Source: an optimization exercise on an open RTL-to-GDS flow (aim: small area, a short achievable clock period and few clock cycles per item). Production flows keep margins and buffers that such runs may drop.
At most, simulation tests tie the RTL to the original design; equivalence was not proved.
Function not checked in runs 6 to 8: the RTL went through the layout flow alone.
No activity file was given, so power comes from the tool's default toggle rates.

==> flow/design.v <==
`timescale          1ns/1ps
`default_nettype    none
module MS_DMAC_AHBL (
    input   wire    HCLK,
    input   wire    HRESETn,
    output  wire    IRQ,
    input wire          HSEL,
    input wire [31:0]   HADDR,
    input wire [1:0]    HTRANS,
    input wire          HWRITE,
    input wire          HREADY,
    input wire [31:0]   HWDATA,
    input wire [2:0]    HSIZE,
    output wire         HREADYOUT,
    output wire [31:0]  HRDATA,
    output wire [31:0]  M_HADDR,
    output wire [1:0]   M_HTRANS,
    output wire [2:0] 	M_HSIZE,
    output wire         M_HWRITE,
    output wire [31:0]  M_HWDATA,
    input wire          M_HREADY,
    input wire [31:0]   M_HRDATA
);
    reg         we_ctrl, we_saddr, we_daddr, we_size, we_trig;
    wire [15:0] a = HADDR[15:0];
    wire        a_ctrl  = (a == 16'h00);
    wire        a_stat  = (a == 16'h04);
    wire        a_saddr = (a == 16'h08);
    wire        a_daddr = (a == 16'h0C);
    wire        a_size  = (a == 16'h10);
    wire        a_trig  = (a == 16'h14);
    wire        a_none  = ~(a_ctrl | a_stat | a_saddr | a_daddr | a_size | a_trig);
    wire        wr_ap   = HSEL & HWRITE & HTRANS[1];
    always @(posedge HCLK) begin
        if (HREADY) begin
            we_ctrl  <= wr_ap & a_ctrl;
            we_saddr <= wr_ap & a_saddr;
            we_daddr <= wr_ap & a_daddr;
            we_size  <= wr_ap & a_size;
            we_trig  <= wr_ap & a_trig;
        end
    end
    reg [31:0]  CTRL_REG;
    reg [31:0]  SADDR_REG;
    reg [31:0]  DADDR_REG;
    reg [15:0]  SIZE_REG;
    reg         TRIG_REG;
    reg         done_r;
    reg         irq_r;
    wire        done_set;
    wire [31:0] ctrl_nx  = we_ctrl  ? HWDATA        : CTRL_REG;
    wire [31:0] saddr_nx = we_saddr ? HWDATA        : SADDR_REG;
    wire [31:0] daddr_nx = we_daddr ? HWDATA        : DADDR_REG;
    wire [15:0] size_nx  = we_size  ? HWDATA[15:0]  : SIZE_REG;
    wire        trig_nx  = we_trig  ? HWDATA[0]     : (TRIG_REG & ~done_set);
    wire        done_nx  = we_trig  ? 1'b0          : (done_r | done_set);
    wire        irq_nx   = done_nx & ctrl_nx[0];
    always @(posedge HCLK or negedge HRESETn)
        if (~HRESETn) begin
            CTRL_REG  <= 32'h0;
            SADDR_REG <= 32'h0;
            DADDR_REG <= 32'h0;
            SIZE_REG  <= 16'h0;
            TRIG_REG  <= 1'b0;
            done_r    <= 1'b0;
            irq_r     <= 1'b0;
        end else begin
            CTRL_REG  <= ctrl_nx;
            SADDR_REG <= saddr_nx;
            DADDR_REG <= daddr_nx;
            SIZE_REG  <= size_nx;
            TRIG_REG  <= trig_nx;
            done_r    <= done_nx;
            irq_r     <= irq_nx;
        end
    wire        EN        = CTRL_REG[0];
    wire [1:0]  SRC_TYPE  = CTRL_REG[17:16];
    wire        SRC_AI    = CTRL_REG[18];
    wire [1:0]  DEST_TYPE = CTRL_REG[25:24];
    wire        DEST_AI   = CTRL_REG[26];
    assign IRQ = irq_r;
    reg [31:0]  rdata_r;
    always @(posedge HCLK)
        rdata_r <= ({32{a_ctrl}}  & ctrl_nx)
                 | ({32{a_stat}}  & {31'h0, irq_nx})
                 | ({32{a_saddr}} & saddr_nx)
                 | ({32{a_daddr}} & daddr_nx)
                 | ({32{a_size}}  & {16'h0, size_nx})
                 | ({32{a_trig}}  & {31'h0, trig_nx})
                 | ({32{a_none}}  & 32'hDEADBEEF);
    assign HRDATA    = rdata_r;
    assign HREADYOUT = 1'b1;
    reg         s_r0;        
    reg         s_rd;        
    reg         s_wn;        
    reg         s_wp;        
    reg         s_wf;        
    reg         s_bub;       
    reg         s_fdp;       
    reg         htrans_r;
    reg         hwrite_r;
    reg [1:0]   hsize_r;
    reg [15:0]  rem;         
    reg         last;        
    wire        last_nx;
    reg [31:0]  cur;         
    reg [31:0]  alt;         
    wire idle  = ~(s_r0 | s_rd | s_wn | s_wp | s_wf | s_bub | s_fdp);
    wire rdy   = M_HREADY;
    wire start = idle & trig_nx & ctrl_nx[0];
    wire n_r0  = start;
    wire n_rd  = rdy ? ((s_r0 & ~last) | s_wn)  : s_rd;
    wire n_wn  = rdy ? (s_rd & ~last)           : s_wn;
    wire n_wp  = rdy ? (s_rd & last)            : s_wp;
    wire n_wf  = rdy ? (s_wp | s_bub)           : s_wf;
    wire n_bub = rdy ? (s_r0 & last)            : s_bub;
    wire n_fdp = rdy ? s_wf                     : s_fdp;
    wire n_r0h = ~rdy & s_r0;
    assign done_set = s_fdp & rdy;
    always @(posedge HCLK or negedge HRESETn)
        if (~HRESETn) begin
            s_r0     <= 1'b0;
            s_rd     <= 1'b0;
            s_wn     <= 1'b0;
            s_wp     <= 1'b0;
            s_wf     <= 1'b0;
            s_bub    <= 1'b0;
            s_fdp    <= 1'b0;
            htrans_r <= 1'b0;
            hwrite_r <= 1'b0;
        end else begin
            s_r0     <= n_r0 | n_r0h;
            s_rd     <= n_rd;
            s_wn     <= n_wn;
            s_wp     <= n_wp;
            s_wf     <= n_wf;
            s_bub    <= n_bub;
            s_fdp    <= n_fdp;
            htrans_r <= n_r0 | n_r0h | n_rd | n_wn | n_wp | n_wf;
            hwrite_r <= n_wn | n_wp | n_wf;
        end
    wire n_wr   = n_wn | n_wp | n_wf;
    wire n_swap = ((n_r0 | n_r0h) & last_nx) | n_rd | n_wn;
    wire n_incr = ((n_r0 | n_r0h) & ~last_nx) | n_wp;
    wire [1:0]  n_typ = n_wr ? ctrl_nx[25:24] : ctrl_nx[17:16];
    wire        n_ai  = n_wr ? ctrl_nx[26]    : ctrl_nx[18];
    reg         op_swap, op_incr;
    reg [3:0]   step;
    always @(posedge HCLK or negedge HRESETn)
        if (~HRESETn) begin
            op_swap <= 1'b0;
            op_incr <= 1'b0;
        end else begin
            op_swap <= n_swap;
            op_incr <= n_incr;
        end
    always @(posedge HCLK) begin
        hsize_r <= n_typ;
        step    <= n_ai ? (4'h1 << n_typ) : 4'h0;
    end
    wire is_rd = s_r0 | s_rd;
    wire swap  = rdy & op_swap;
    wire incr  = rdy & op_incr;
    wire [31:0] nxt = cur + {28'h0, step};
    wire [15:0] rem_nx  = idle ? SIZE_REG : (rdy & is_rd) ? rem - 16'h1 : rem;
    assign      last_nx = idle ? (SIZE_REG == 16'h0) : (rdy & is_rd) ? (rem == 16'h1) : last;
    always @(posedge HCLK) begin
        rem  <= rem_nx;
        last <= last_nx;
        if (idle) begin
            cur  <= SADDR_REG;
            alt  <= DADDR_REG;
        end else if (swap) begin
            cur <= alt;
            alt <= nxt;
        end else if (incr)
            cur <= nxt;
    end
    reg         dp_r, dp_r0, dp_w;
    reg [31:0]  qa, qb;
    always @(posedge HCLK)
        if (rdy) begin
            dp_r  <= htrans_r & ~hwrite_r;
            dp_r0 <= s_r0;
            dp_w  <= htrans_r &  hwrite_r;
        end
    always @(posedge HCLK) begin
        if (dp_r & dp_r0)
            qa <= M_HRDATA;
        else if (dp_w & rdy)
            qa <= qb;
        if (dp_r & ~dp_r0)
            qb <= M_HRDATA;
    end
    assign M_HADDR  = cur;
    assign M_HTRANS = {htrans_r, 1'b0};
    assign M_HWRITE = hwrite_r;
    assign M_HSIZE  = {1'b0, hsize_r};
    assign M_HWDATA = qa;
endmodule
==> flow/flow/run.sh <==
#!/bin/bash
# Standard layout, with every port buffered by the smallest buffer
# (timing repair resizes them where it needs to).
set -euo pipefail
export BUFFER_PORTS_ARGS="-buffer_cell sky130_fd_sc_hd__buf_1"
bash standard.sh synth > synth.log 2>&1
bash standard.sh > layout.log 2>&1
==> flow/standard.sh <==
#!/bin/bash
# synth_recipe.tcl (not shown) runs the flow's synth.tcl, then flattens the netlist and writes it again
# the make line also repeats each setting of config.mk as NAME=value (left out here)
make -C /OpenROAD-flow-scripts/flow DESIGN_CONFIG=/design/flow/config.mk WORK_HOME=/design/flow/orfs CLKGATE_MAP_FILE= SYNTH_SCRIPT=/design/flow/synth_recipe.tcl "${@:-finish}"
==> flow/config.mk <==
export PLATFORM = sky130hd
export DESIGN_NAME = MS_DMAC_AHBL
export DESIGN_NICKNAME = MS_DMAC_AHBL
export VERILOG_FILES = /design/flow/design.v
export SDC_FILE = /design/flow/constraint.sdc
export NUM_CORES = 4
export LEC_CHECK = 0
export ABC_CLOCK_PERIOD_IN_PS = 2500
export CAP_MARGIN = 20
export CORE_MARGIN = 2
export CORE_UTILIZATION = 55
export CTS_CLUSTER_DIAMETER = 100
export CTS_CLUSTER_SIZE = 25
export SETUP_SLACK_MARGIN = 4.5
export SLEW_MARGIN = 20
export TNS_END_PERCENT = 100
==> flow/constraint.sdc <==
create_clock -name core_clock -period 7.0 [get_ports {HCLK}]
set_input_delay 1.4000 -clock core_clock [delete_from_list [all_inputs] [get_ports {HCLK}]]
set_output_delay 1.4000 -clock core_clock [all_outputs]
set_load 0.01 [all_outputs]
==> run summary, run 1 <==
Synth area leader: edfxtp_1
Post-route setup TNS: 0 ns
WL met3: 2.47 mm
Die Y: 163 microns
Critical Path Start Type: primary input
Final WS setup: 4.47 ns
Worst-Margin Slew: 1.04 ns
GRT Residual Overflow: 0
Distinct cells, synth: 62
Post-route ant nets: 0
Final setup fails: 0
IO Port Bufs: 187
First-pass GRT wire length: 54.0 mm
CTS Buf Count: 16
Share of power burned in the clock network: 23.6%
Post-Synthesis Cells: 1124
Hold/Removal Path Class: flop to flop
Pwr Density: 276 nW/um^2
Max frequency: 396 MHz
Top layer in use: met4
Post-synthesis sequential area ratio: 61.3%
Post-synth EDFFs: 152
Num Clock Sinks: 317
Top cells by count, synth: edfxtp_1 (152), mux2_2 (145), dfrtp_1 (126)
Setup crit end kind: flop
Die area: 26500 sq um
Crit path required time: 7.39 ns
Met2 wire length: 16.0 mm
Pre-CTS WS: 2.78 ns
Main combinational cell family by area after synthesis: multiplexers
Post-CTS Hold Fix Bufs: 0
Vias per cell: 5.83
Ports: 211
Synth-to-Final Area Change: 16.4%
Iter 0 DRT Violations: 813
Avg Cell Area, Syn: 12.3 sq um
GR Util All Layers: 26.5%
Internal power: 3.15 mW
Clock tree buffer depth: 3
Die width: 163 microns
Top cell type's share of synthesized area: 32.9%
Placeable Area: 25000 sq um
Rel. slew slack: 30.9%
Reg power frac: 53.8%
GPL Wtd Cong: 0.791
Most instantiated library cell after synthesis: edfxtp_1
Critical path class: primary input to flop
Routed length per instance: 21.4 microns
CP Cell Sequence: buf_1 -> nor4_4 -> nand4_1 -> buf_6 -> nor4_4 -> buf_6 -> buf_4 -> and4_1
HPWL Detailed: 23.2 mm
Clk slew on worst S/H paths: 0.10 ns
Number of H-tree levels: 1
Routed via count: 9745
Unrepaired setup endpoints after global routing: true
# Max-Cap Violations: 0
Async S/R FF share, synth: 39.7%
Top post-synthesis cells by area: edfxtp_1 (33%), dfrtp_1 (23%), mux2_2 (12%), dfxtp_1 (5.6%), nand2_1 (3.2%)
Initial Util: 55.6%
Fin. Hold Viols: 0
CTS tree: built
Logic pwr share: 22.6%
Vias in the first global route: 9159
Latest clock arrival within the worst-skew pair: 0.52 ns
Residual DRC: 0
Status: finished clean
Mux cell area share after synthesis: 13.4%
Setup Skew: 0.0254 ns
Rows: 58
Synth Warn #: 1
CP arrival: 2.92 ns
Delay of the slowest critical-path stage: 0.28 ns
CP max FO: 8
Compound-Gate Fraction of Synth Area: 8.85%
Net Sw Frac: 29.4%
Drt pass-1 iters: 7
Post-synthesis simple-gate area fraction: 10.6%
Leakage: 6.10 nW
P_sw: 1.31 mW
CTS root buf: clkbuf_16
Top_reg_cell synth: edfxtp_1
Critical path's slowest cell: nor4_4
Nets: 1444
Crit share post-route: 36.1%
Routed WL: 35.7 mm
Largest net degree at the start of global routing: 96
Synth Register Bits: 317
Synth Cell Area: 13900 sq um
Crit path time final: 2.53 ns
Adder-cell share of the synthesized area: 0.685%
Xor/xnor share of the synthesized area: 2.40%
DRT met1 WL: 16.8 mm
Initial antenna violation count: 1
Layout cells sized above 1: 23.1%
Peak supply drop: 0.000186 V
Final Max Slew Viols: 0
==> metrics by stage <==
stage | power (mW) | instances | utilization [%] | area [sq um] | hold WS [ns]
final | 4.46 | 1671 | 64.7 | 16200 | 0.495
after global routing | 4.67 | 1670 | 64.7 | 16100 | 0.521
after CTS | 4.43 | 1656 | 63.7 | 15900 | 0.493
after detailed placement | 3.30 | 1587 | 59.8 | 14900 | 0.469
after global placement | 3.27 | 1587 | 59.8 | 14900 | 0.468
after floorplan | 2.99 | 1125 | - | 14000 | 0.449
==> final timing paths <==
path                            slack [ns]  cells past startpoint             to      start
worst max-delay path                  4.47                      8       we_daddr  HADDR[14]
worst min-delay path                  0.49                      2         done_r     done_r
worst max register to register        4.56                      7        alt[14]     cur[5]
worst min register to register        0.49                      2         done_r     done_r
max in group asynchronous             4.89                      2  DADDR_REG[22]    HRESETn
min in group asynchronous             0.98                      1   SIZE_REG[15]    HRESETn
==> kinds of logic after synthesis <==
kind of cell    after synthesis
compound gates              191
xor+xnor                     38
fa+ha+maj                     7
buf+inv                      92
flops                       317
mux                         168
other cells                   2
simple gates                309
==> power groups by stage <==
stage	clock network, mW	logic, mW	registers (mW)
global route	1.14	1.11	2.43
finish	1.05	1.01	2.40
floorplan	0	0.537	2.46
CTS	1.08	0.960	2.40
global placement	0	0.795	2.48
detailed placement	0	0.808	2.49
==> state kept, by name, summed over array words and instances, names as in the netlist, 32 cells and up <==
signal / flops
alt: 32
DADDR_REG: 32
qb: 32
SADDR_REG: 32
qa: 32
CTRL_REG: 32
cur: 32
rdata_r: 32
==> placed cells by master (no fill, tap or decap), types with 9 or more instances in the layout <==
master       n
a21oi_1     63
a221o_1     21
buf_1      153
buf_4       57
buf_6       12
clkbuf_1    10
clkbuf_16   19
clkbuf_2    21
dfrtp_1    126
dfxtp_1     39
edfxtp_1   152
inv_1       22
mux2_2     144
mux2i_1     23
nand2_1    115
nand3_1     20
nand4_1      9
nor2_1      76
nor3_1      20
o21ai_0     41
o21ai_1     10
o22ai_1     17
xnor2_1     26
xor2_1      11
==> layer usage <==
metal / track usage [%] / up-vias
li1: - / 4530
met2: 40.2 / 330
met1: 40.7 / 4849
met4: 4.79 / 0
met5: 0 / -
met3: 4.76 / 36
==> final cells by class <==
class / count / area, sq um
Timing Repair Buffer: 254 / 1410
Inverter: 25 / 133
Clock inverter: 1 / 8.76
Multi-Input combinational cell: 716 / 5230
Tap cell: 330 / 413
Sequential cell: 317 / 8500
Antenna cell: 1 / 2.50
Fill cell: 1999 / 8810
Clock buffer: 27 / 463
==> critical path: cells and delay by family <==
family,cells,cell delay (ns)
and+or+nand+nor,4,0.88
buffers and inverters,4,0.64
==> what timing repair did <==
action,CTS,global route
endpoints found under the setup margin,220,97
cloned,0,2
resized for setup,43,47
buffers inserted,41,12
pin swaps,5,5
Testbench counts, summed over its fixed seeds: cycles 100,757, items 25,289.
==> inputs of run 2 (changes only) <==
--- a/flow/design.v
+++ b/flow/design.v
@@ -167,15 +167,20 @@
     always @(posedge HCLK) begin
         rem  <= rem_nx;
         last <= last_nx;
-        if (idle) begin
-            cur  <= SADDR_REG;
-            alt  <= DADDR_REG;
-        end else if (swap) begin
+        if (idle)
+            alt <= DADDR_REG;
+        else if (swap)
+            alt <= nxt;
+    end
+    always @(posedge HCLK or negedge HRESETn)
+        if (~HRESETn)
+            cur <= 32'h0;
+        else if (idle)
+            cur <= SADDR_REG;
+        else if (swap)
             cur <= alt;
-            alt <= nxt;
-        end else if (incr)
+        else if (incr)
             cur <= nxt;
-    end
     reg         dp_r, dp_r0, dp_w;
     reg [31:0]  qa, qb;
     always @(posedge HCLK)
--- a/flow/config.mk
+++ b/flow/config.mk
@@ -11,6 +11,6 @@
 export CORE_UTILIZATION = 55
 export CTS_CLUSTER_DIAMETER = 100
 export CTS_CLUSTER_SIZE = 25
-export SETUP_SLACK_MARGIN = 4.5
+export SETUP_SLACK_MARGIN = 4.58
 export SLEW_MARGIN = 20
 export TNS_END_PERCENT = 100
==> run 2 against run 1 <==
Still clean. Cell area is 4.6% higher. Via count grew 4.6%. Setup slack worse by 0.0038 ns. Total power up 26%. Sequential power is 9.6% higher. Synthesized area increased by 0.23%. Clock skew fell by 0.0016 ns. Routed wire length is 10% higher. Maximum frequency fell by 0.15%. Final cell count increased by 1.4%. First-iteration DRC count is 21% higher. Critical endpoint is now rdata_r[21]. Largest cell class unchanged. Largest power group unchanged.
==> run summary, run 2 <==
First-pass GRT wire length: 56.6 mm
Synth-to-Final Area Change: 21.5%
N_diodes: 0
Layout cells sized above 1: 31.6%
Status: finished clean
Latest clock arrival within the worst-skew pair: 0.52 ns
Final core occ: 67.7%
Initial Util: 55.7%
Commonest non-fill, non-tap cells in the layout: mux2_2 (145), dfrtp_1 (141), edfxtp_1 (120)
Number of H-tree levels: 1
Crit path from: HADDR[7]
Leakage: 6.51 nW
CP arrival: 2.95 ns
Worst-Margin Slew: 1.18 ns
Logic pwr share: 34.7%
Internal power: 3.74 mW
Largest net degree at the start of global routing: 108
Rows: 58
Die width: 163 microns
Top cell type's share of synthesized area: 28.4%
Post-route ant nets: 0
Top post-synthesis cells by area: dfrtp_1 (28%), edfxtp_1 (26%), mux2_2 (12%), dfxtp_1 (5.6%), nand2_1 (3.1%)
Share of power burned in the clock network: 18.6%
Final WS setup: 4.47 ns
Nets: 1469
Commonest non-fill, non-tap cell in the layout: mux2_2
Setup crit end kind: flop
Crit path time final: 2.53 ns
Final Max Slew Viols: 0
CTS root buf: clkbuf_16
Drt pass-1 iters: 6
CTS tree: built
Routed via count: 10200
WP buf/inv: 2
GRT Residual Overflow: 0
P_sw: 1.90 mW
CTS Buf Count: 16
Pwr Density: 334 nW/um^2
Max frequency: 395 MHz
Synth Register Bits: 317
HPWL Detailed: 23.0 mm
Routed WL: 39.3 mm
Post-synthesis sequential area ratio: 60.0%
Most instantiated library cell after synthesis: dfrtp_1
Post-synth EDFFs: 120
Synth area leader: dfrtp_1
Peak supply drop: 0.000237 V
Initial antenna violation count: 0
# Max-Cap Violations: 0
Final Hold Slack: 0.499 ns
Avg Cell Area, Syn: 12.3 sq um
Distinct cells, synth: 68
Async S/R FF share, synth: 49.8%
Critical Path Start Type: primary input
Kind of cell adding the most delay to the critical path: compound AO/OA/AOI/OAI gates
Crit share post-route: 36.2%
Vias in the first global route: 9596
Critical path class: primary input to flop
Delay of the slowest critical-path stage: 0.30 ns
Critical path's slowest cell: a21o_4
Net Sw Frac: 33.7%
Clock tree buffer depth: 3
Rel. slew slack: 21.4%
Die Y: 163 microns
Ports: 211
Hold/Removal Path Class: flop to flop
Setup Skew: 0.0238 ns
Crit path required time: 7.42 ns
Iter 0 DRT Violations: 985
Placeable Area: 25000 sq um
Clk slew on worst S/H paths: 0.10 ns
Pre-CTS WS: 3.50 ns
FF-to-FF Start: cur[0]
Post-route setup TNS: 0 ns
CP max FO: 6
IO Port Bufs: 187
Reg power frac: 46.7%
Synth Cell Area: 13900 sq um
Top cells by count, synth: dfrtp_1 (158), mux2_2 (149), edfxtp_1 (120)
GR Util All Layers: 28.0%
Die area: 26600 sq um
Synth Warn #: 1
Unrepaired setup endpoints after global routing: true
Post-Synthesis Cells: 1126
Routed length per instance: 23.2 microns
Beginning of the worst hold path: SADDR_REG[4]
Fin. Hold Viols: 0
Num Clock Sinks: 317
CP Cell Sequence: clkbuf_2 -> nor4_4 -> nand4_1 -> a21o_4 -> clkbuf_16 -> a221o_1 -> a21o_1
Top_reg_cell synth: dfrtp_1
Residual DRC: 0
GPL Wtd Cong: 0.806
Final setup fails: 0
Vias per cell: 6.01
==> run 2: timing repair <==
| item | 4_1_cts | 5_1_grt |
|---|---|---|
| resized for setup | 124 | 87 |
| pin swaps | 10 | 19 |
| buffers inserted | 48 | 21 |
| hold buffers | 0 | 0 |
| endpoints found under the setup margin | 231 | 204 |
| gates cloned | 3 | 7 |
==> run 2: layout make-up <==
type | instances | area [sq um]
inverter | 16 | 76.3
fill | 1925 | 8070
tap | 330 | 413
timing repair inverter | 1 | 8.76
sequential | 317 | 8360
multi-input combinational | 723 | 5560
clock buffer | 26 | 459
timing repair buffer | 280 | 2000
clock inverter | 2 | 12.5
==> run 2: metal layers <==
metal / global-route usage (%) / vias to the layer above / routed length [microns]
met5: 0 / - / 0
met4: 8.45 / 0 / 1280
met3: 3.87 / 60 / 3070
met2: 44.3 / 448 / 17700
met1: 40.6 / 5079 / 17300
li1: - / 4606 / -
==> run 2: worst register-to-register path, cell delays in order (launching register included) <==
cell and delay [ns]:
dfrtp_1 0.39, buf_6 0.12, ha_4 0.14, inv_2 0.04, fa_2 0.38, nand2b_4 0.16, a21oi_4 0.15, buf_6 0.17
nand4_1 0.14, xnor2_2 0.19, mux2_4 0.26
==> run 2: final timing paths <==
path,slack (ns),cells after the start,endpoint
max,4.47,7,rdata_r[21]
min,0.50,2,cur[4]
max reg2reg,4.62,10,alt[12]
min reg2reg,0.50,2,cur[4]
max in group asynchronous,4.87,2,CTRL_REG[6]
min in group asynchronous,0.96,1,SADDR_REG[27]
==> run 2: logic make-up after synthesis <==
| logic type | Yosys count | share of synthesized area, % |
|---|---|---|
| other cells | 2 | 0.0540 |
| xor+xnor | 46 | 2.90 |
| flops | 317 | 60.0 |
| compound gates | 198 | 9.73 |
| fa+ha+maj | 7 | 0.684 |
| simple gates | 310 | 11.0 |
| mux | 158 | 12.7 |
| buf+inv | 88 | 2.92 |
==> run 2: power by group through the flow <==
stage | combinational [mW] | clock (mW) | sequential [mW]
after global placement | 1.38 | 0 | 2.72
after detailed placement | 1.40 | 0 | 2.74
after floorplan | 0.969 | 0 | 2.69
after global routing | 2.11 | 1.13 | 2.67
after CTS | 1.82 | 1.08 | 2.63
final | 1.96 | 1.05 | 2.63
==> run 2: through the flow <==
stage	cell area, sq um	power, mW	std cells
floorplan	14200	3.66	1127
global placement	15000	4.10	1588
detailed placement	15000	4.14	1588
CTS	16300	5.53	1667
global route	16900	5.91	1695
finish	16900	5.64	1695
Testbench counts of run 2, summed over its fixed seeds: cycles 100,757, items 25,289.
==> inputs of run 3 (changes only) <==
--- a/flow/config.mk
+++ b/flow/config.mk
@@ -11,6 +11,6 @@
 export CORE_UTILIZATION = 55
 export CTS_CLUSTER_DIAMETER = 100
 export CTS_CLUSTER_SIZE = 25
-export SETUP_SLACK_MARGIN = 4.58
+export SETUP_SLACK_MARGIN = 4.5
 export SLEW_MARGIN = 20
 export TNS_END_PERCENT = 100
==> run 3 against run 2 <==
Still clean. Non-clock buffer count is 25 lower. Count of clock-buffer cells in the layout is 1 lower. Utilization is 3.0 points lower. Critical path type is now flop to output pin. Largest cell class unchanged. Worst hold slack better by 0.0042 ns. Clock skew is 0.0031 ns lower. Total power is 3.3% lower.
==> run summary, run 3 <==
Residual DRC: 0
Final setup fails: 0
CTS root buf: clkbuf_16
Crit share post-route: 35.6%
Post-route setup TNS: 0 ns
Vias in the first global route: 9482
Initial antenna violation count: 0
Layout cells sized above 1: 24.0%
Commonest non-fill, non-tap cells in the layout: buf_1 (161), mux2_2 (145), dfrtp_1 (140)
Synth Warn #: 1
Async S/R FF share, synth: 49.8%
Logic pwr share: 32.8%
Setup crit end kind: output pin
GR Util All Layers: 27.6%
Number of H-tree levels: 1
Xor/xnor share of the synthesized area: 2.90%
P_sw: 1.83 mW
Most instantiated library cell after synthesis: dfrtp_1
Final Max Slew Viols: 0
CP max FO: 2
Hold/Removal Path Class: flop to flop
Critical path class: flop to output pin
Final Hold Slack: 0.503 ns
Rel. slew slack: 49.8%
Share of power burned in the clock network: 19.3%
Worst-Margin Slew: 0.753 ns
Vias per cell: 5.90
Critical Path Start Type: flop
R2R cell count: 6
# Max-Cap Violations: 0
Mux cell area share after synthesis: 12.7%
Num Clock Sinks: 317
Die width: 163 microns
Placeable Area: 25000 sq um
Nets: 1443
Critical Path Sink: M_HADDR[19]
Routed WL: 36.8 mm
Crit path time final: 2.49 ns
CTS Buf Count: 16
N_diodes: 0
Top cells by count, synth: dfrtp_1 (158), mux2_2 (149), edfxtp_1 (120)
Initial Util: 55.7%
Die Y: 163 microns
Leakage: 6.05 nW
Largest net degree at the start of global routing: 60
Post-synthesis simple-gate area fraction: 11.0%
Post-Synthesis Cells: 1126
Stages on worst setup path: 1
Crit path from: cur[19]
Max frequency: 402 MHz
FF-to-FF Start: s_wf
Avg Cell Area, Syn: 12.3 sq um
Top_reg_cell synth: dfrtp_1
Clock tree buffer depth: 3
Die area: 26600 sq um
Synth area leader: dfrtp_1
Register area: 8360 sq um
Latest clock arrival within the worst-skew pair: 0.52 ns
Multi-input gate area: 5370 sq um
Critical path's slowest cell: dfrtp_2
CP Cell Sequence: buf_6
Net Sw Frac: 33.7%
IO Port Bufs: 187
Post-synthesis sequential area ratio: 60.0%
Peak supply drop: 0.000216 V
Pwr Density: 338 nW/um^2
Adder-cell share of the synthesized area: 0.684%
Placed insts: 1590
Filler Cells Inserted: 2010
WP buf/inv: 1
Main combinational cell family by area after synthesis: multiplexers
Routed length per instance: 22.1 microns
CTS tree: built
Drt pass-1 iters: 5
Ports: 211
Synth Register Bits: 317
GRT Residual Overflow: 0
Crit path required time: 5.60 ns
RR Endpoint: cur[5]
Reg power frac: 47.9%
HPWL Detailed: 23.3 mm
Distinct cells, synth: 68
Top post-synthesis cells by area: dfrtp_1 (28%), edfxtp_1 (26%), mux2_2 (12%), dfxtp_1 (5.6%), nand2_1 (3.1%)
Synth Cell Area: 13900 sq um
Fin. Hold Viols: 0
Clk slew on worst S/H paths: 0.11 ns
Post-synth EDFFs: 120
Internal power: 3.62 mW
Unrepaired setup endpoints after global routing: true
Kind of cell adding the most delay to the critical path: flip-flops
GPL Wtd Cong: 0.884
Delay of the slowest critical-path stage: 0.45 ns
Post-route ant nets: 0
First-pass GRT wire length: 55.9 mm
Finished Layout Cells: 1668
Iter 0 DRT Violations: 982
Status: finished clean
CP arrival: 1.09 ns
Rows: 58
R2R setup slack: 4.56 ns
Commonest non-fill, non-tap cell in the layout: buf_1
Post-CTS Hold Fix Bufs: 0
Synth-to-Final Area Change: 16.2%
Setup Skew: 0.0207 ns
Compound-Gate Fraction of Synth Area: 9.73%
Top cell type's share of synthesized area: 28.4%
Routed via count: 9839
==> run 3: cell counts after synthesis <==
No cell type changed its count.
==> run 3: worst min path at each step <==
| stage | startpoint | to | slack, ns | depth (start not counted) |
|---|---|---|---|---|
| final | CTRL_REG[6] | CTRL_REG[6] | 0.50 | 1 |
| after global routing | CTRL_REG[29] | CTRL_REG[29] | 0.52 | 1 |
| after CTS | done_r | done_r | 0.50 | 2 |
| after detailed placement | done_r | done_r | 0.47 | 2 |
| after global placement | done_r | done_r | 0.47 | 2 |
| after floorplan | SADDR_REG[16] | cur[16] | 0.44 | 2 |
==> run 3: logic make-up (layout without fill, tap and decap cells) <==
kind of cell,count (synthesis),in the layout
other,2,3
muxes,158,158
AOI/OAI and AO/OA,198,198
buffers and inverters,88,299
and+or+nand+nor,310,310
xor gates and xnor gates,46,46
DFF,317,317
adders and majority gates,7,7
==> run 3: cell type report <==
class	instances	area share, %
clock inverter	2	0.0697
sequential	317	51.8
timing repair inverter	1	0.0542
timing repair buffer	255	9.04
tap	330	2.56
multi-input combinational	722	33.2
clock buffer	25	2.82
inverter	16	0.449
==> run 3: power by group through the flow <==
stage | logic (mW) | clock network, mW | registers [mW]
floorplan | 0.949 | 0 | 2.69
global placement | 1.36 | 0 | 2.72
detailed placement | 1.39 | 0 | 2.73
CTS | 1.71 | 1.07 | 2.60
global route | 1.95 | 1.12 | 2.65
finish | 1.79 | 1.05 | 2.61
==> run 3: what timing repair did <==
item,4_1_cts,5_1_grt
buffers inserted,45,4
endpoints found under the hold margin,0,0
pin swaps,6,3
resized for setup,55,46
cloned,1,1
endpoints found under the setup margin,161,104
==> run 3: routing by layer <==
layer	GRT usage [%]	share of wire [%]	vias to the layer above
li1	-	-	4548
met1	42.3	47	4921
met2	42.2	45	325
met3	3.97	6.2	45
met4	6.15	2.2	0
met5	0	0	-
==> run 3: stage by stage <==
step | util [%] | cell area (sq um) | setup WS [ns] | total power [mW]
floorplan | - | 14100 | 4.23 | 3.64
finish | 64.7 | 16200 | 4.51 | 5.45
global route | 64.7 | 16200 | 4.45 | 5.73
detailed placement | 60.0 | 15000 | 3.52 | 4.12
global placement | 60.0 | 15000 | 3.52 | 4.08
CTS | 63.9 | 16000 | 4.46 | 5.38
==> inputs of run 4 (changes only) <==
--- a/flow/config.mk
+++ b/flow/config.mk
@@ -5,7 +5,7 @@
 export SDC_FILE = /design/flow/constraint.sdc
 export NUM_CORES = 4
 export LEC_CHECK = 0
-export ABC_CLOCK_PERIOD_IN_PS = 2500
+export ABC_CLOCK_PERIOD_IN_PS = 2000
 export CAP_MARGIN = 20
 export CORE_MARGIN = 2
 export CORE_UTILIZATION = 55
==> run 4 against run 3 <==
Still clean. Worst hold slack unchanged. Setup slack did not move. Sequential power about the same.
==> run summary, run 4 <==
Vias in the first global route: 9482
DP Area: 15000 sq um
HPWL Detailed: 23.3 mm
Avg Cell Area, Syn: 12.3 sq um
Top_reg_cell synth: dfrtp_1
Commonest non-fill, non-tap cells in the layout: buf_1 (161), mux2_2 (145), dfrtp_1 (140)
Xor/xnor share of the synthesized area: 2.90%
Crit path required time: 5.60 ns
Filler Cells Inserted: 2010
Placed insts: 1590
Synth Register Bits: 317
Top cells by count, synth: dfrtp_1 (158), mux2_2 (149), edfxtp_1 (120)
CTS root buf: clkbuf_16
Synth-to-Final Area Change: 16.2%
Worst-Margin Slew: 0.753 ns
N_diodes: 0
CP arrival: 1.09 ns
Max frequency: 402 MHz
Latest clock arrival within the worst-skew pair: 0.52 ns
Multi-input gate area: 5370 sq um
Finished Layout Cells: 1668
Synth area leader: dfrtp_1
CP Cell Sequence: buf_6
Synth Warn #: 1
Crit path time final: 2.49 ns
Pre-CTS WS: 3.52 ns
IO Port Bufs: 187
Rel. slew slack: 49.8%
Post-route ant nets: 0
Hold/Removal Path Class: flop to flop
Leakage: 6.05 nW
Unrepaired setup endpoints after global routing: true
Distinct cells, synth: 68
Register area: 8360 sq um
# Max-Cap Violations: 0
Ports: 211
GR Util All Layers: 27.6%
First-pass GRT wire length: 55.9 mm
Final WS setup: 4.51 ns
Top post-synthesis cells by area: dfrtp_1 (28%), edfxtp_1 (26%), mux2_2 (12%), dfxtp_1 (5.6%), nand2_1 (3.1%)
Adder-cell share of the synthesized area: 0.684%
Finished layout cell area: 16200 sq um
Post-synthesis simple-gate area fraction: 11.0%
Top cell type's share of synthesized area: 28.4%
Num Clock Sinks: 317
Post-synth EDFFs: 120
Largest net degree at the start of global routing: 60
Final core occ: 64.7%
Fin. Hold Viols: 0
Final Hold Slack: 0.503 ns
Design Power: 5.45 mW
Critical path's slowest cell: dfrtp_2
Rows: 58
Peak supply drop: 0.000216 V
CTS tree: built
Post-synthesis sequential area ratio: 60.0%
Vias per cell: 5.90
GRT Residual Overflow: 0
Initial antenna violation count: 0
Number of H-tree levels: 1
Routed via count: 9839
Drt pass-1 iters: 5
Die width: 163 microns
Critical path class: flop to output pin
Delay of the slowest critical-path stage: 0.45 ns
Routed length per instance: 22.1 microns
Mux cell area share after synthesis: 12.7%
Status: finished clean
Layout cells sized above 1: 24.0%
Critical Path Start Type: flop
Residual DRC: 0
GPL Wtd Cong: 0.884
Routed WL: 36.8 mm
Initial Util: 55.7%
Async S/R FF share, synth: 49.8%
Clk slew on worst S/H paths: 0.11 ns
Post-Synthesis Cells: 1126
Final Max Slew Viols: 0
CP max FO: 2
Most instantiated library cell after synthesis: dfrtp_1
Compound-Gate Fraction of Synth Area: 9.73%
CTS Buf Count: 16
Pwr Density: 338 nW/um^2
WP buf/inv: 1
Setup Skew: 0.0207 ns
Final setup fails: 0
Post-route setup TNS: 0 ns
Nets: 1443
Commonest non-fill, non-tap cell in the layout: buf_1
Main combinational cell family by area after synthesis: multiplexers
Die area: 26600 sq um
Die Y: 163 microns
Clock tree buffer depth: 3
Crit share post-route: 35.6%
Placeable Area: 25000 sq um
Iter 0 DRT Violations: 982
Setup crit end kind: output pin
Kind of cell adding the most delay to the critical path: flip-flops
Synth Cell Area: 13900 sq um
run 4: cell counts after synthesis:
Identical to the previous run, type by type.
run 4: worst paths after layout:
| check | depth (start not counted) | start | slack, ns | to |
|---|---|---|---|---|
| worst max-delay path | 1 | cur[19] | 4.51 | M_HADDR[19] |
| min in group asynchronous | 1 | HRESETn | 0.95 | cur[19] |
| max in group asynchronous | 2 | HRESETn | 4.79 | cur[16] |
| worst min register to register | 1 | CTRL_REG[6] | 0.50 | CTRL_REG[6] |
| worst max register to register | 6 | s_wf | 4.56 | cur[5] |
| worst min-delay path | 1 | CTRL_REG[6] | 0.50 | CTRL_REG[6] |
run 4: logic make-up after synthesis:
logic type | count (synthesis)
compound gates | 198
xor+xnor | 46
fa+ha+maj | 7
buf+inv | 88
flops | 317
mux | 158
other cells | 2
simple gates | 310
run 4: report_power, final:
group / switching [mW] / internal, mW
Clock: 0.593 / 0.458
Combinational: 1.03 / 0.757
Sequential: 0.210 / 2.40
run 4: cell type report:
cell class	instances	area share, %
clock inverter	2	0.0697
tap	330	2.56
multi-input combinational	722	33.2
sequential	317	51.8
inverter	16	0.449
timing repair inverter	1	0.0542
clock buffer	25	2.82
timing repair buffer	255	9.04
run 4: per-layer routing:
metal	up-vias	part of all wire, %	routed length, microns	global-route usage [%]
met5	-	0	0	0
li1	4548	-	-	-
met1	4921	47	17300	42.3
met2	325	45	16400	42.2
met4	0	2.2	797	6.15
met3	45	6.2	2290	3.97
run 4: what timing repair did:
action                     CTS  global route
hold buffers                 0             0
setup buffers               45             4
cloned                       1             1
setup endpoints to repair  161           104
gates resized for setup     55            46
pin swaps                    6             3
==> inputs of run 5 (changes only) <==
--- a/flow/config.mk
+++ b/flow/config.mk
@@ -5,10 +5,10 @@
 export SDC_FILE = /design/flow/constraint.sdc
 export NUM_CORES = 4
 export LEC_CHECK = 0
-export ABC_CLOCK_PERIOD_IN_PS = 2000
+export ABC_CLOCK_PERIOD_IN_PS = 2500
 export CAP_MARGIN = 20
 export CORE_MARGIN = 2
-export CORE_UTILIZATION = 55
+export CORE_UTILIZATION = 48
 export CTS_CLUSTER_DIAMETER = 100
 export CTS_CLUSTER_SIZE = 25
 export SETUP_SLACK_MARGIN = 4.5
==> run 5 against run 4 <==
Still clean. Worst hold slack worse by 0.030 ns. Largest power group unchanged. Via count grew 0.18%. Sequential share of layout area decreased by 0.66 points.
==> run summary, run 5 <==
Clk slew on worst S/H paths: 0.10 ns
Finished layout cell area: 16400 sq um
Stages on worst setup path: 1
Max frequency: 399 MHz
Unrepaired setup endpoints after global routing: true
Synth Register Bits: 317
Rel. slew slack: 28.0%
Critical Path Sink: M_HADDR[4]
Routed WL: 36.4 mm
Routed via count: 9857
Worst-Margin Slew: 1.08 ns
Die width: 174 microns
Top post-synthesis cells by area: dfrtp_1 (28%), edfxtp_1 (26%), mux2_2 (12%), dfxtp_1 (5.6%), nand2_1 (3.1%)
Pre-CTS WS: 3.42 ns
Commonest non-fill, non-tap cells in the layout: buf_1 (154), mux2_2 (145), dfrtp_1 (141)
Crit path time final: 2.51 ns
Synth-to-Final Area Change: 17.7%
Die Y: 174 microns
Peak supply drop: 0.000165 V
Distinct cells, synth: 68
Internal power: 3.67 mW
DP Area: 15000 sq um
Async S/R FF share, synth: 49.8%
Synth Cell Area: 13900 sq um
Kind of cell adding the most delay to the critical path: flip-flops
CP Cell Sequence: clkbuf_2
Placeable Area: 28600 sq um
Post-Synthesis Cells: 1126
Placed insts: 1642
Most instantiated library cell after synthesis: dfrtp_1
CP arrival: 1.11 ns
CTS root buf: clkbuf_16
Top cell type's share of synthesized area: 28.4%
Routed length per instance: 21.0 microns
Largest net degree at the start of global routing: 64
Vias in the first global route: 9822
WP buf/inv: 1
Leakage: 6.14 nW
CTS tree: built
Crit path required time: 5.60 ns
Synth area leader: dfrtp_1
Residual DRC: 0
IO Port Bufs: 187
Critical path class: flop to output pin
Num Clock Sinks: 317
CTS Buf Count: 16
Layout cells sized above 1: 25.3%
FF-to-FF Start: cur[4]
Post-route ant nets: 0
RR Endpoint: cur[31]
Critical Path Start Type: flop
Post-route setup TNS: 0 ns
Reg power frac: 47.5%
Final core occ: 57.2%
Hold/Removal Path Class: flop to flop
Final Max Slew Viols: 0
Die area: 30300 sq um
GRT Residual Overflow: 0
Crit path from: cur[4]
Ports: 211
Rows: 62
R2R setup slack: 4.56 ns
HPWL Detailed: 23.0 mm
First-pass GRT wire length: 56.9 mm
Final Hold Slack: 0.473 ns
Pwr Density: 338 nW/um^2
Commonest non-fill, non-tap cell in the layout: buf_1
R2R cell count: 6
# Max-Cap Violations: 0
Finished Layout Cells: 1730
Setup crit end kind: output pin
Final setup fails: 0
N_diodes: 0
Initial Util: 48.6%
Latest clock arrival within the worst-skew pair: 0.52 ns
Critical path's slowest cell: dfrtp_2
Post-synthesis sequential area ratio: 60.0%
Setup Skew: 0.0155 ns
Status: finished clean
Synth Warn #: 1
Post-synth EDFFs: 120
Avg Cell Area, Syn: 12.3 sq um
GPL Wtd Cong: 0.789
GR Util All Layers: 23.9%
Crit share post-route: 35.8%
Initial antenna violation count: 0
Iter 0 DRT Violations: 772
Final WS setup: 4.49 ns
Nets: 1450
Top cells by count, synth: dfrtp_1 (158), mux2_2 (149), edfxtp_1 (120)
Top_reg_cell synth: dfrtp_1
Delay of the slowest critical-path stage: 0.46 ns
CP max FO: 2
Logic pwr share: 33.5%
Clock tree buffer depth: 3
Drt pass-1 iters: 5
P_sw: 1.85 mW
Number of H-tree levels: 1
Net Sw Frac: 33.6%
Share of power burned in the clock network: 19.0%
Vias per cell: 5.70
Fin. Hold Viols: 0
Design Power: 5.52 mW
run 5: changes by cell type in the layout (fill, tap and decap cells not counted), sizes merged:
cell / previous run / this run
and2: 9 / 10
clkbuf: 31 / 33
buf: 249 / 254
run 5: timing repair:
item / CTS / global route
setup buffers: 47 / 9
hold buffers: 0 / 0
gates cloned: 2 / 2
pin swaps: 8 / 4
endpoints found under the setup margin: 148 / 88
resized for setup: 77 / 46
run 5: final cells by class:
cell class / count / area (sq um)
clock buffers: 26 / 459
clock inverters: 2 / 11.3
fillers: 2431 / 12300
inverters: 16 / 72.6
multi-input cells: 723 / 5420
flip-flops and latches: 317 / 8360
well taps: 384 / 480
repair buffers: 261 / 1550
repair inverters: 1 / 8.76
run 5: logic make-up (layout without fill, tap and decap cells):
family / after synthesis / after routing / synth area share [%]
mux: 158 / 158 / 12.7
compound gates: 198 / 198 / 9.73
other cells: 2 / 3 / 0.0540
flops: 317 / 317 / 60.0
buf+inv: 88 / 306 / 2.92
simple gates: 310 / 311 / 11.0
fa+ha+maj: 7 / 7 / 0.684
xor+xnor: 46 / 46 / 2.90
run 5: power by group through the flow:
stage               logic [mW]  clock network [mW]  registers, mW
floorplan                0.949                   0           2.69
global placement          1.37                   0           2.72
detailed placement        1.39                   0           2.73
CTS                       1.75                1.08           2.62
global route              2.01                1.15           2.66
finish                    1.85                1.05           2.62
run 5: how the worst min path moves through the flow:
stage	from	to	slack [ns]	depth (start not counted)
final	SADDR_REG[16]	cur[16]	0.47	2
after global routing	CTRL_REG[22]	CTRL_REG[22]	0.52	1
after floorplan	SADDR_REG[16]	cur[16]	0.44	2
after detailed placement	SADDR_REG[16]	cur[16]	0.47	2
after CTS	SADDR_REG[16]	cur[16]	0.48	2
after global placement	SADDR_REG[16]	cur[16]	0.46	2
run 5: routing by layer:
layer  up-vias  part of all wire (%)  track usage [%]
met3        27                   6.1             3.61
met1      4945                    48             36.2
met2       312                    45             37.3
li1       4573                     -                -
met4         0                   1.0             3.89
met5         -                     0                0
==> inputs of run 6 (changes only) <==
--- a/flow/design.v
+++ b/flow/design.v
@@ -189,14 +189,16 @@
             dp_r0 <= s_r0;
             dp_w  <= htrans_r &  hwrite_r;
         end
-    always @(posedge HCLK) begin
-        if (dp_r & dp_r0)
+    always @(posedge HCLK or negedge HRESETn)
+        if (~HRESETn)
+            qa <= 32'h0;
+        else if (dp_r & dp_r0)
             qa <= M_HRDATA;
         else if (dp_w & rdy)
             qa <= qb;
+    always @(posedge HCLK)
         if (dp_r & ~dp_r0)
             qb <= M_HRDATA;
-    end
     assign M_HADDR  = cur;
     assign M_HTRANS = {htrans_r, 1'b0};
     assign M_HWRITE = hwrite_r;
--- a/flow/config.mk
+++ b/flow/config.mk
@@ -8,7 +8,7 @@
 export ABC_CLOCK_PERIOD_IN_PS = 2500
 export CAP_MARGIN = 20
 export CORE_MARGIN = 2
-export CORE_UTILIZATION = 48
+export CORE_UTILIZATION = 55
 export CTS_CLUSTER_DIAMETER = 100
 export CTS_CLUSTER_SIZE = 25
 export SETUP_SLACK_MARGIN = 4.5
==> run 6 against run 5 <==
Synthesized cell count is 10% higher. Maximum frequency shrank 0.61%. Register-to-register slack gained 0.04 ns. Cell area up 4.6%. Total power is 8.1% higher. Largest cell class unchanged. Largest power group unchanged.
==> run summary, run 6 <==
Nets: 1580
Top cell type's share of synthesized area: 33.2%
Latest clock arrival within the worst-skew pair: 0.53 ns
Final Max Slew Viols: 0
Critical Path Sink: M_HADDR[3]
Drt pass-1 iters: 7
Worst-Margin Slew: 1.07 ns
Synth Warn #: 1
Layout cells sized above 1: 24.9%
Async S/R FF share, synth: 59.9%
Peak supply drop: 0.000217 V
Num Clock Sinks: 317
Critical path class: flop to output pin
N_diodes: 0
GPL Wtd Cong: 0.831
Design Power: 5.97 mW
Commonest non-fill, non-tap cell in the layout: dfrtp_1
HPWL Detailed: 24.7 mm
CTS tree: built
Setup Skew: 0.0294 ns
Clock tree buffer depth: 3
CP max FO: 3
Delay of the slowest critical-path stage: 0.46 ns
IO Port Bufs: 187
Die width: 165 microns
Stages on worst setup path: 1
CTS Buf Count: 16
RR Endpoint: cur[10]
CTS root buf: clkbuf_16
Iter 0 DRT Violations: 826
Synth area leader: dfrtp_1
Critical path's slowest cell: dfrtp_2
Status: finished clean
Die area: 27400 sq um
Critical Path Start Type: flop
Crit path time final: 2.52 ns
Distinct cells, synth: 71
Synth Register Bits: 317
Crit path required time: 5.60 ns
Ports: 211
Largest net degree at the start of global routing: 156
Top post-synthesis cells by area: dfrtp_1 (33%), edfxtp_1 (18%), mux2_2 (9.3%), dfxtp_1 (5.4%), mux2i_1 (3.4%)
GR Util All Layers: 27.9%
Kind of cell adding the most delay to the critical path: flip-flops
Leakage: 6.78 nW
Fin. Hold Viols: 0
Post-synth EDFFs: 88
Unrepaired setup endpoints after global routing: true
R2R cell count: 8
R2R setup slack: 4.60 ns
Max frequency: 396 MHz
Residual DRC: 0
Initial antenna violation count: 1
Beginning of the worst hold path: SADDR_REG[17]
Commonest non-fill, non-tap cells in the layout: dfrtp_1 (168), buf_1 (141), nand2_1 (120)
WP buf/inv: 1
Most instantiated library cell after synthesis: dfrtp_1
GRT Residual Overflow: 0
First-pass GRT wire length: 58.3 mm
Vias per cell: 5.90
Die Y: 165 microns
Number of H-tree levels: 1
Initial Util: 55.5%
Clk slew on worst S/H paths: 0.10 ns
Top cells by count, synth: dfrtp_1 (190), nand2_1 (126), mux2_2 (119)
Setup crit end kind: output pin
Post-route setup TNS: 0 ns
Hold/Removal Path Class: flop to flop
CP arrival: 1.12 ns
Final setup fails: 0
Rows: 59
Post-synthesis sequential area ratio: 57.1%
Rel. slew slack: 28.6%
CP Cell Sequence: buf_6
Synth Cell Area: 14300 sq um
FF-to-FF Start: cur[0]
Pwr Density: 349 nW/um^2
Avg Cell Area, Syn: 11.6 sq um
Post-Synthesis Cells: 1241
Routed via count: 10700
Crit path from: cur[3]
Crit share post-route: 36.1%
Routed WL: 39.0 mm
Synth-to-Final Area Change: 19.3%
Vias in the first global route: 10400
Routed length per instance: 21.5 microns
Post-route ant nets: 0
# Max-Cap Violations: 0
Placeable Area: 25800 sq um
Top_reg_cell synth: dfrtp_1
-- run 6: cell types whose count changed in the layout (fill, tap and decap cells not counted), sizes merged, moves of 18 or more --
| cell | before | now |
|---|---|---|
| o21ai | 54 | 97 |
| mux2 | 152 | 119 |
| a21o | 8 | 31 |
| a221o | 6 | 24 |
| mux2i | 6 | 48 |
| a221oi | 25 | 2 |
| dfrtp | 158 | 190 |
| edfxtp | 120 | 88 |
-- run 6: worst min path at each step --
stage	slack, ns	end	depth (start not counted)
final	0.48	cur[17]	2
after CTS	0.48	cur[17]	2
after global routing	0.51	CTRL_REG[1]	1
after floorplan	0.44	cur[6]	2
after detailed placement	0.47	cur[17]	2
after global placement	0.46	qa[12]	2
-- run 6: logic make-up after synthesis --
family	share of synthesized area, %
AO/OA/AOI/OAI	11.8
XOR/XNOR	2.87
adder cells (fa/ha/maj)	0.663
buffers and inverters	2.97
flip-flops	57.1
multiplexers	12.7
other	0.0524
AND/OR/NAND/NOR	11.9
-- run 6: power by group --
group          switching (mW)  internal, mW  total [mW]  leakage, nW
Clock                   0.603         0.461        1.06        0.230
Combinational            1.24         0.963        2.21         3.19
Sequential              0.282          2.42        2.70         3.36
-- run 6: final cells by class --
class	instances	area, sq um
clock buffers	26	459
clock inverters	2	12.5
fillers	2123	8730
inverters	22	95.1
multi-input cells	824	6050
flip-flops and latches	317	8210
well taps	335	419
repair buffers	284	1850
repair inverters	1	8.76
-- run 6: routing by layer --
layer	GRT usage (%)	share of wire, %
met1	39.3	44
met2	44.4	47
met3	5.17	6.8
met4	8.15	2.1
met5	0	0.033
-- run 6: what timing repair did --
action	4_1_cts	5_1_grt
gates cloned	4	3
pin swaps	7	4
resized for setup	96	82
endpoints found under the setup margin	195	154
hold buffers	0	0
setup buffers	52	29
-- run 6: metrics by stage --
step	hold WS [ns]	instance area [sq um]	setup slack, ns	std cells	util, %
after floorplan	0.445	14500	4.14	1242	-
after CTS	0.483	16500	4.44	1779	64.0
after global placement	0.459	15400	3.18	1695	59.4
after detailed placement	0.466	15400	3.14	1695	59.4
after global routing	0.509	17100	4.45	1811	66.2
final	0.477	17100	4.48	1811	66.2
==> inputs of run 7 (changes only) <==
--- a/flow/design.v
+++ b/flow/design.v
@@ -164,23 +164,17 @@
     wire [31:0] nxt = cur + {28'h0, step};
     wire [15:0] rem_nx  = idle ? SIZE_REG : (rdy & is_rd) ? rem - 16'h1 : rem;
     assign      last_nx = idle ? (SIZE_REG == 16'h0) : (rdy & is_rd) ? (rem == 16'h1) : last;
+    wire        cur_upd = idle | swap | incr;
+    wire [31:0] cur_new = idle ? SADDR_REG : (op_swap ? alt : nxt);
     always @(posedge HCLK) begin
         rem  <= rem_nx;
         last <= last_nx;
+        cur  <= cur ^ ({32{cur_upd}} & (cur_new ^ cur));
         if (idle)
             alt <= DADDR_REG;
         else if (swap)
             alt <= nxt;
     end
-    always @(posedge HCLK or negedge HRESETn)
-        if (~HRESETn)
-            cur <= 32'h0;
-        else if (idle)
-            cur <= SADDR_REG;
-        else if (swap)
-            cur <= alt;
-        else if (incr)
-            cur <= nxt;
     reg         dp_r, dp_r0, dp_w;
     reg [31:0]  qa, qb;
     always @(posedge HCLK)
@@ -189,16 +183,14 @@
             dp_r0 <= s_r0;
             dp_w  <= htrans_r &  hwrite_r;
         end
-    always @(posedge HCLK or negedge HRESETn)
-        if (~HRESETn)
-            qa <= 32'h0;
-        else if (dp_r & dp_r0)
+    always @(posedge HCLK) begin
+        if (dp_r & dp_r0)
             qa <= M_HRDATA;
         else if (dp_w & rdy)
             qa <= qb;
-    always @(posedge HCLK)
         if (dp_r & ~dp_r0)
             qb <= M_HRDATA;
+    end
     assign M_HADDR  = cur;
     assign M_HTRANS = {htrans_r, 1'b0};
     assign M_HWRITE = hwrite_r;
--- a/flow/config.mk
+++ b/flow/config.mk
@@ -8,7 +8,7 @@
 export ABC_CLOCK_PERIOD_IN_PS = 2500
 export CAP_MARGIN = 20
 export CORE_MARGIN = 2
-export CORE_UTILIZATION = 55
+export CORE_UTILIZATION = 40
 export CTS_CLUSTER_DIAMETER = 100
 export CTS_CLUSTER_SIZE = 25
 export SETUP_SLACK_MARGIN = 4.5
==> run 7 against run 6 <==
Clock skew increased by 0.0092 ns. Flip-flop and latch count unchanged. Register-to-register slack got worse by 0.07 ns. Still clean. Largest power group unchanged. Routed wire length decreased by 2.6%. Total power decreased by 23%. Non-clock buffer count decreased by 30.
==> run summary, run 7 <==
GRT Residual Overflow: 0
Layout cells sized above 1: 25.6%
Residual DRC: 0
Placeable Area: 34300 sq um
Synth-to-Final Area Change: 19.3%
Crit share post-route: 36.8%
Routed WL: 38.0 mm
Routed via count: 9722
Number of H-tree levels: 1
Final Hold Slack: 0.468 ns
CP Cell Sequence: clkbuf_2
Net Sw Frac: 29.9%
Pwr Density: 280 nW/um^2
Ports: 211
Crit path required time: 5.60 ns
Iter 0 DRT Violations: 685
Met2 Resource Use GR: 31.8%
Largest net degree at the start of global routing: 68
R2R setup slack: 4.53 ns
# Max-Cap Violations: 0
Internal power: 3.24 mW
Num Clock Sinks: 317
Top post-synthesis cells by area: edfxtp_1 (33%), dfrtp_1 (23%), mux2_2 (12%), dfxtp_1 (5.7%), a221o_1 (2.9%)
Met3 Usage GRT: 2.73%
Commonest non-fill, non-tap cell in the layout: edfxtp_1
CTS tree: built
Top cell type's share of synthesized area: 33.1%
GPL Wtd Cong: 0.819
Die area: 36000 sq um
Synth Warn #: 1
Synth Cell Area: 13800 sq um
Unrepaired setup endpoints after global routing: true
Clock tree buffer depth: 3
P_sw: 1.38 mW
Worst-Margin Slew: 0.975 ns
CP max FO: 2
WP buf/inv: 1
Critical Path Start Type: flop
R2R cell count: 10
Critical path class: flop to output pin
Clk slew on worst S/H paths: 0.10 ns
Distinct cells, synth: 76
Post-Synthesis Cells: 1080
Rows: 68
Stages on worst setup path: 1
Post-synthesis sequential area ratio: 61.6%
Vias in the first global route: 9561
Share of power burned in the clock network: 24.5%
Nets: 1408
Final Max Slew Viols: 0
Final setup fails: 0
Drt pass-1 iters: 5
CTS root buf: clkbuf_16
Delay of the slowest critical-path stage: 0.48 ns
Logic pwr share: 23.2%
Final core occ: 48.0%
Async S/R FF share, synth: 39.7%
Latest clock arrival within the worst-skew pair: 0.53 ns
Status: finished clean
Initial Util: 40.2%
GR Util All Layers: 20.5%
Vias per cell: 5.52
GRT busiest layer: met2
Kind of cell adding the most delay to the critical path: flip-flops
Die width: 190 microns
Pre-CTS WS: 3.71 ns
Commonest non-fill, non-tap cells in the layout: edfxtp_1 (152), buf_1 (147), mux2_2 (145)
Peak supply drop: 0.000167 V
Reg power frac: 52.3%
Die Y: 190 microns
HPWL Detailed: 24.0 mm
Avg Cell Area, Syn: 12.8 sq um
CTS Buf Count: 17
Final WS setup: 4.42 ns
Critical path's slowest cell: edfxtp_1
Top_reg_cell synth: edfxtp_1
Post-route ant nets: 0
Post-route setup TNS: 0 ns
Fin. Hold Viols: 0
Leakage: 6.10 nW
Routed length per instance: 21.6 microns
Design Power: 4.62 mW
Most instantiated library cell after synthesis: edfxtp_1
Synth area leader: edfxtp_1
Critical Path Sink: M_HADDR[3]
Crit path time final: 2.58 ns
Setup crit end kind: output pin
IO Port Bufs: 187
Initial antenna violation count: 0
Met1 GRT Util: 30.5%
Post-synth EDFFs: 152
First-pass GRT wire length: 57.2 mm
Max frequency: 388 MHz
N_diodes: 0
Setup Skew: 0.0386 ns
Synth Register Bits: 317
Top cells by count, synth: edfxtp_1 (152), mux2_2 (147), dfrtp_1 (126)
Rel. slew slack: 35.0%
CP arrival: 1.18 ns
Hold/Removal Path Class: flop to flop
## run 7: repair_timing
item	in CTS	in global routing
buffers inserted	37	11
pin swaps	6	19
gates cloned	3	2
resized for setup	77	65
endpoints found under the setup margin	149	99
hold endpoints to repair	0	0
hold buffers	0	0
## run 7: power groups by stage
stage | Clock (mW) | Combinational (mW) | Sequential (mW)
after floorplan | 0 | 0.532 | 2.47
final | 1.13 | 1.07 | 2.42
after CTS | 1.16 | 1.01 | 2.41
after global routing | 1.22 | 1.17 | 2.44
after global placement | 0 | 0.817 | 2.49
after detailed placement | 0 | 0.834 | 2.50
## run 7: kinds of logic after synthesis
kind of cell,Yosys count,synth area share [%]
AOI/OAI and AO/OA,198,10.2
DFF,317,61.6
adders and majority gates,7,0.689
muxes,154,12.5
xor gates and xnor gates,32,2.03
other,2,0.0544
buffers and inverters,88,2.69
and+or+nand+nor,282,10.2
## run 7: how the worst min path moves through the flow
stage | startpoint | cells past startpoint | end
floorplan | we_trig | 1 | done_r
global placement | CTRL_REG[15] | 1 | CTRL_REG[15]
detailed placement | we_trig | 1 | done_r
CTS | we_trig | 1 | done_r
global route | we_trig | 1 | done_r
finish | we_trig | 1 | done_r
## run 7: through the flow
step	area, sq um	std cells
finish	16500	1760
global route	16500	1760
CTS	16100	1747
detailed placement	15000	1677
global placement	15000	1677
floorplan	13900	1081
## run 7: final cells by class
cell class / count / area [sq um]
inverters: 26 / 105
multi-input cells: 678 / 5210
fillers: 3109 / 17800
well taps: 455 / 569
clock buffers: 27 / 494
flip-flops and latches: 317 / 8500
clock inverters: 3 / 41.3
repair buffers: 254 / 1540
## run 7: layer usage
metal  share of wire [%]  up-vias  wire length [microns]
li1                    -     4454                      -
met1                  46     4847                  17600
met2                  45      368                  17000
met3                 6.3       53                   2400
met4                 2.6        0                    985
met5                   0        -                      0
==> inputs of run 8 (changes only) <==
--- a/flow/design.v
+++ b/flow/design.v
@@ -107,7 +107,7 @@
     reg [31:0]  alt;         
     wire idle  = ~(s_r0 | s_rd | s_wn | s_wp | s_wf | s_bub | s_fdp);
     wire rdy   = M_HREADY;
-    wire start = idle & trig_nx & ctrl_nx[0];
+    wire start = idle & (we_trig ? HWDATA[0] : TRIG_REG) & ctrl_nx[0];
     wire n_r0  = start;
     wire n_rd  = rdy ? ((s_r0 & ~last) | s_wn)  : s_rd;
     wire n_wn  = rdy ? (s_rd & ~last)           : s_wn;
@@ -142,10 +142,7 @@
     wire n_wr   = n_wn | n_wp | n_wf;
     wire n_swap = ((n_r0 | n_r0h) & last_nx) | n_rd | n_wn;
     wire n_incr = ((n_r0 | n_r0h) & ~last_nx) | n_wp;
-    wire [1:0]  n_typ = n_wr ? ctrl_nx[25:24] : ctrl_nx[17:16];
-    wire        n_ai  = n_wr ? ctrl_nx[26]    : ctrl_nx[18];
     reg         op_swap, op_incr;
-    reg [3:0]   step;
     always @(posedge HCLK or negedge HRESETn)
         if (~HRESETn) begin
             op_swap <= 1'b0;
@@ -154,26 +151,30 @@
             op_swap <= n_swap;
             op_incr <= n_incr;
         end
-    always @(posedge HCLK) begin
-        hsize_r <= n_typ;
-        step    <= n_ai ? (4'h1 << n_typ) : 4'h0;
-    end
+    always @(posedge HCLK)
+        hsize_r <= n_wr ? ctrl_nx[25:24] : ctrl_nx[17:16];
     wire is_rd = s_r0 | s_rd;
     wire swap  = rdy & op_swap;
     wire incr  = rdy & op_incr;
-    wire [31:0] nxt = cur + {28'h0, step};
+    wire [1:0]  typ  = hwrite_r ? DEST_TYPE : SRC_TYPE;
+    wire        ai   = hwrite_r ? DEST_AI   : SRC_AI;
+    wire [2:0]  st3  = {ai & (typ == 2'd2), ai & (typ == 2'd1), ai & (typ == 2'd0)};
+    wire [3:0]  lo   = {1'b0, cur[2:0]} + {1'b0, st3};
+    wire        c3   = lo[3] | (ai & (typ == 2'd3));
+    wire [31:0] nxt  = {cur[31:3] + {28'h0, c3}, lo[2:0]};
     wire [15:0] rem_nx  = idle ? SIZE_REG : (rdy & is_rd) ? rem - 16'h1 : rem;
     assign      last_nx = idle ? (SIZE_REG == 16'h0) : (rdy & is_rd) ? (rem == 16'h1) : last;
-    wire        cur_upd = idle | swap | incr;
-    wire [31:0] cur_new = idle ? SADDR_REG : (op_swap ? alt : nxt);
     always @(posedge HCLK) begin
         rem  <= rem_nx;
         last <= last_nx;
-        cur  <= cur ^ ({32{cur_upd}} & (cur_new ^ cur));
-        if (idle)
-            alt <= DADDR_REG;
-        else if (swap)
+        if (idle) begin
+            cur  <= SADDR_REG;
+            alt  <= DADDR_REG;
+        end else if (swap) begin
+            cur <= alt;
             alt <= nxt;
+        end else if (incr)
+            cur <= nxt;
     end
     reg         dp_r, dp_r0, dp_w;
     reg [31:0]  qa, qb;
--- a/flow/config.mk
+++ b/flow/config.mk
@@ -9,8 +9,6 @@
 export CAP_MARGIN = 20
 export CORE_MARGIN = 2
 export CORE_UTILIZATION = 40
-export CTS_CLUSTER_DIAMETER = 100
-export CTS_CLUSTER_SIZE = 25
 export SETUP_SLACK_MARGIN = 4.5
 export SLEW_MARGIN = 20
 export TNS_END_PERCENT = 100
==> run 8 against run 7 <==
Final cell count is 3.5% higher. Still clean on timing, DRC and antenna. Critical path type is now flop to flop. Synthesized area is 1.3% lower. Combinational power is 7% lower. Largest power group unchanged. Sequential power is 2% lower. Clock power is 64% higher. Die area is 1.3% lower. First-iteration DRC count is 26% higher.
==> run summary, run 8 <==
Post-synthesis sequential area ratio: 61.8%
Status: finished clean
GPL Wtd Cong: 0.781
Final setup fails: 0
Async S/R FF share, synth: 40.3%
Post-synth EDFFs: 152
HPWL Detailed: 23.2 mm
Crit path required time: 7.40 ns
CTS tree: built
CP Cell Sequence: nand2b_4 -> o22a_1 -> or2_4 -> inv_2 -> ha_4 -> a21o_1 -> a21oi_2 -> o21ai_2 -> ha_2 -> ha_4 -> nand2_4 -> or3_4 -> or3_4 -> or4_4 -> nand3_2
Top cells by count, synth: edfxtp_1 (152), mux2_2 (147), dfrtp_1 (126)
Setup crit end kind: flop
Commonest non-fill, non-tap cell in the layout: buf_1
Initial Util: 40.6%
Residual DRC: 0
Critical path's slowest cell: dfrtp_2
Nets: 1461
Drt pass-1 iters: 5
Iter 0 DRT Violations: 861
Worst-Margin Slew: 1.18 ns
Post-route setup TNS: 0 ns
Net Sw Frac: 27.8%
Layout cells sized above 1: 32.3%
Placed insts: 1661
CP arrival: 3.78 ns
Critical Path Start Type: flop
GRT Residual Overflow: 0
First-pass GRT wire length: 58.2 mm
# Max-Cap Violations: 0
Die area: 35500 sq um
Unrepaired setup endpoints after global routing: true
Num Clock Sinks: 313
Crit path from: hwrite_r
CTS root buf: clkbuf_16
Synth-to-Final Area Change: 30.6%
Distinct cells, synth: 59
P_sw: 1.45 mW
Ports: 211
Commonest non-fill, non-tap cells in the layout: buf_1 (161), edfxtp_1 (152), mux2_2 (143)
Peak supply drop: 0.000177 V
Kind of cell adding the most delay to the critical path: simple AND/OR/NAND/NOR gates
Vias in the first global route: 9862
Reg power frac: 45.5%
Internal power: 3.76 mW
Post-Synthesis Cells: 1074
Top_reg_cell synth: edfxtp_1
GR Util All Layers: 21.3%
Crit path time final: 3.38 ns
CTS Buf Count: 35
Die Y: 188 microns
Crit share post-route: 48.3%
WP buf/inv: 1
Post-route ant nets: 0
Leakage: 6.82 nW
Latest clock arrival within the worst-skew pair: 0.53 ns
Clock tree buffer depth: 3
Fin. Hold Viols: 0
Post-CTS Hold Fix Bufs: 0
Placeable Area: 33500 sq um
Finished Layout Cells: 1821
Avg Cell Area, Syn: 12.7 sq um
Max frequency: 296 MHz
Delay of the slowest critical-path stage: 0.44 ns
Synth Warn #: 1
Pwr Density: 293 nW/um^2
Critical path class: flop to flop
Number of H-tree levels: 2
Vias per cell: 5.47
Synth Register Bits: 313
Initial antenna violation count: 1
Routed via count: 9952
Synth area leader: edfxtp_1
Share of power burned in the clock network: 35.5%
Synth Cell Area: 13600 sq um
Setup Skew: 0.0278 ns
Routed length per instance: 21.4 microns
Rows: 67
Routed WL: 38.9 mm
Clk slew on worst S/H paths: 0.06 ns
Final Max Slew Viols: 0
FF-to-FF Start: hwrite_r
Largest net degree at the start of global routing: 93
Top post-synthesis cells by area: edfxtp_1 (34%), dfrtp_1 (23%), mux2_2 (12%), dfxtp_1 (5.1%), a221o_1 (2.9%)
Top cell type's share of synthesized area: 33.5%
Hold/Removal Path Class: flop to flop
Logic pwr share: 19.0%
Beginning of the worst hold path: CTRL_REG[10]
Die width: 188 microns
Most instantiated library cell after synthesis: edfxtp_1
Rel. slew slack: 20.9%
CP max FO: 5
IO Port Bufs: 187
==> run 8: cell types whose count changed in the layout (fill, tap and decap cells not counted), moves of 8 or more <==
cell,change
buf_1,+14
nor3_4,+8
clkbuf_16,+19
and2_1,-10
nor2_4,+8
buf_4,+18
or3_1,-9
nor2_1,+17
xnor2_1,-11
a21oi_1,-10
==> run 8: cell families (layout without fill, tap and decap cells) <==
logic type | Yosys count | count (layout) | synth area share, %
flip-flops | 313 | 313 | 61.8
adder cells (fa/ha/maj) | 9 | 9 | 0.882
AO/OA/AOI/OAI | 179 | 181 | 9.22
other | 2 | 4 | 0.0552
XOR/XNOR | 31 | 31 | 1.99
AND/OR/NAND/NOR | 297 | 297 | 10.5
multiplexers | 155 | 155 | 12.7
buffers and inverters | 88 | 383 | 2.75
==> run 8: layout make-up <==
cell class              count  area, sq um
repair buffers            293         1920
fillers                  2846        15800
flip-flops and latches    313         8420
clock inverters            12          123
clock buffers              52         1040
well taps                 448          561
diodes                      1         2.50
multi-input cells         676         5610
inverters                  25         97.6
repair inverters            1         7.51
==> run 8: repair_timing <==
| item | CTS | global route |
|---|---|---|
| resized for setup | 99 | 101 |
| setup buffers | 63 | 23 |
| cloned | 8 | 1 |
| setup endpoints to repair | 232 | 133 |
| pin swaps | 49 | 69 |
==> run 8: metal layers <==
metal / vias to the layer above / share of wire (%) / track usage (%)
met1: 4958 / 45 / 30.7
met4: 0 / 2.7 / 5.86
met5: - / 0 / 0
li1: 4534 / - / -
met2: 392 / 45 / 32.9
met3: 68 / 7.4 / 4.13
==> run 8: worst paths after layout <==
check | endpoint | slack (ns) | depth (start not counted)
min reg2reg | CTRL_REG[10] | 0.50 | 1
min in group asynchronous | SADDR_REG[23] | 1.03 | 1
max in group asynchronous | htrans_r | 4.82 | 2
max reg2reg | alt[31] | 3.62 | 15
max | alt[31] | 3.62 | 15
min | CTRL_REG[10] | 0.50 | 1
==> run 8: through the flow <==
| stage | utilization [%] | total power [mW] | worst slack (ns) | cell area (sq um) | hold WS [ns] |
|---|---|---|---|---|---|
| 6_report | 53.0 | 5.21 | 3.62 | 17800 | 0.495 |
| 5_1_grt | 53.0 | 5.44 | 3.53 | 17800 | 0.512 |
| 4_1_cts | 51.0 | 5.14 | 3.68 | 17100 | 0.499 |
| 3_5_place_dp | 44.4 | 3.16 | 2.83 | 14900 | 0.486 |
| 3_3_place_gp | 44.4 | 3.14 | 2.84 | 14900 | 0.479 |
| 2_1_floorplan | - | 2.88 | 3.71 | 13900 | 0.472 |
==> run 8: power by group through the flow <==
stage	clock network [mW]	registers (mW)	logic, mW
6_report	1.85	2.37	0.992
3_5_place_dp	0	2.44	0.724
3_3_place_gp	0	2.43	0.710
4_1_cts	1.88	2.37	0.894
2_1_floorplan	0	2.40	0.475
5_1_grt	1.96	2.39	1.08

Check on run 8: ideal ports give 3.618 ns setup slack; a clkbuf_16 on the clock port and buf_2 on the inputs give 3.618 ns; moving port delays by the midpoint clock arrival (0.566 ns) as well gives 3.618 ns.
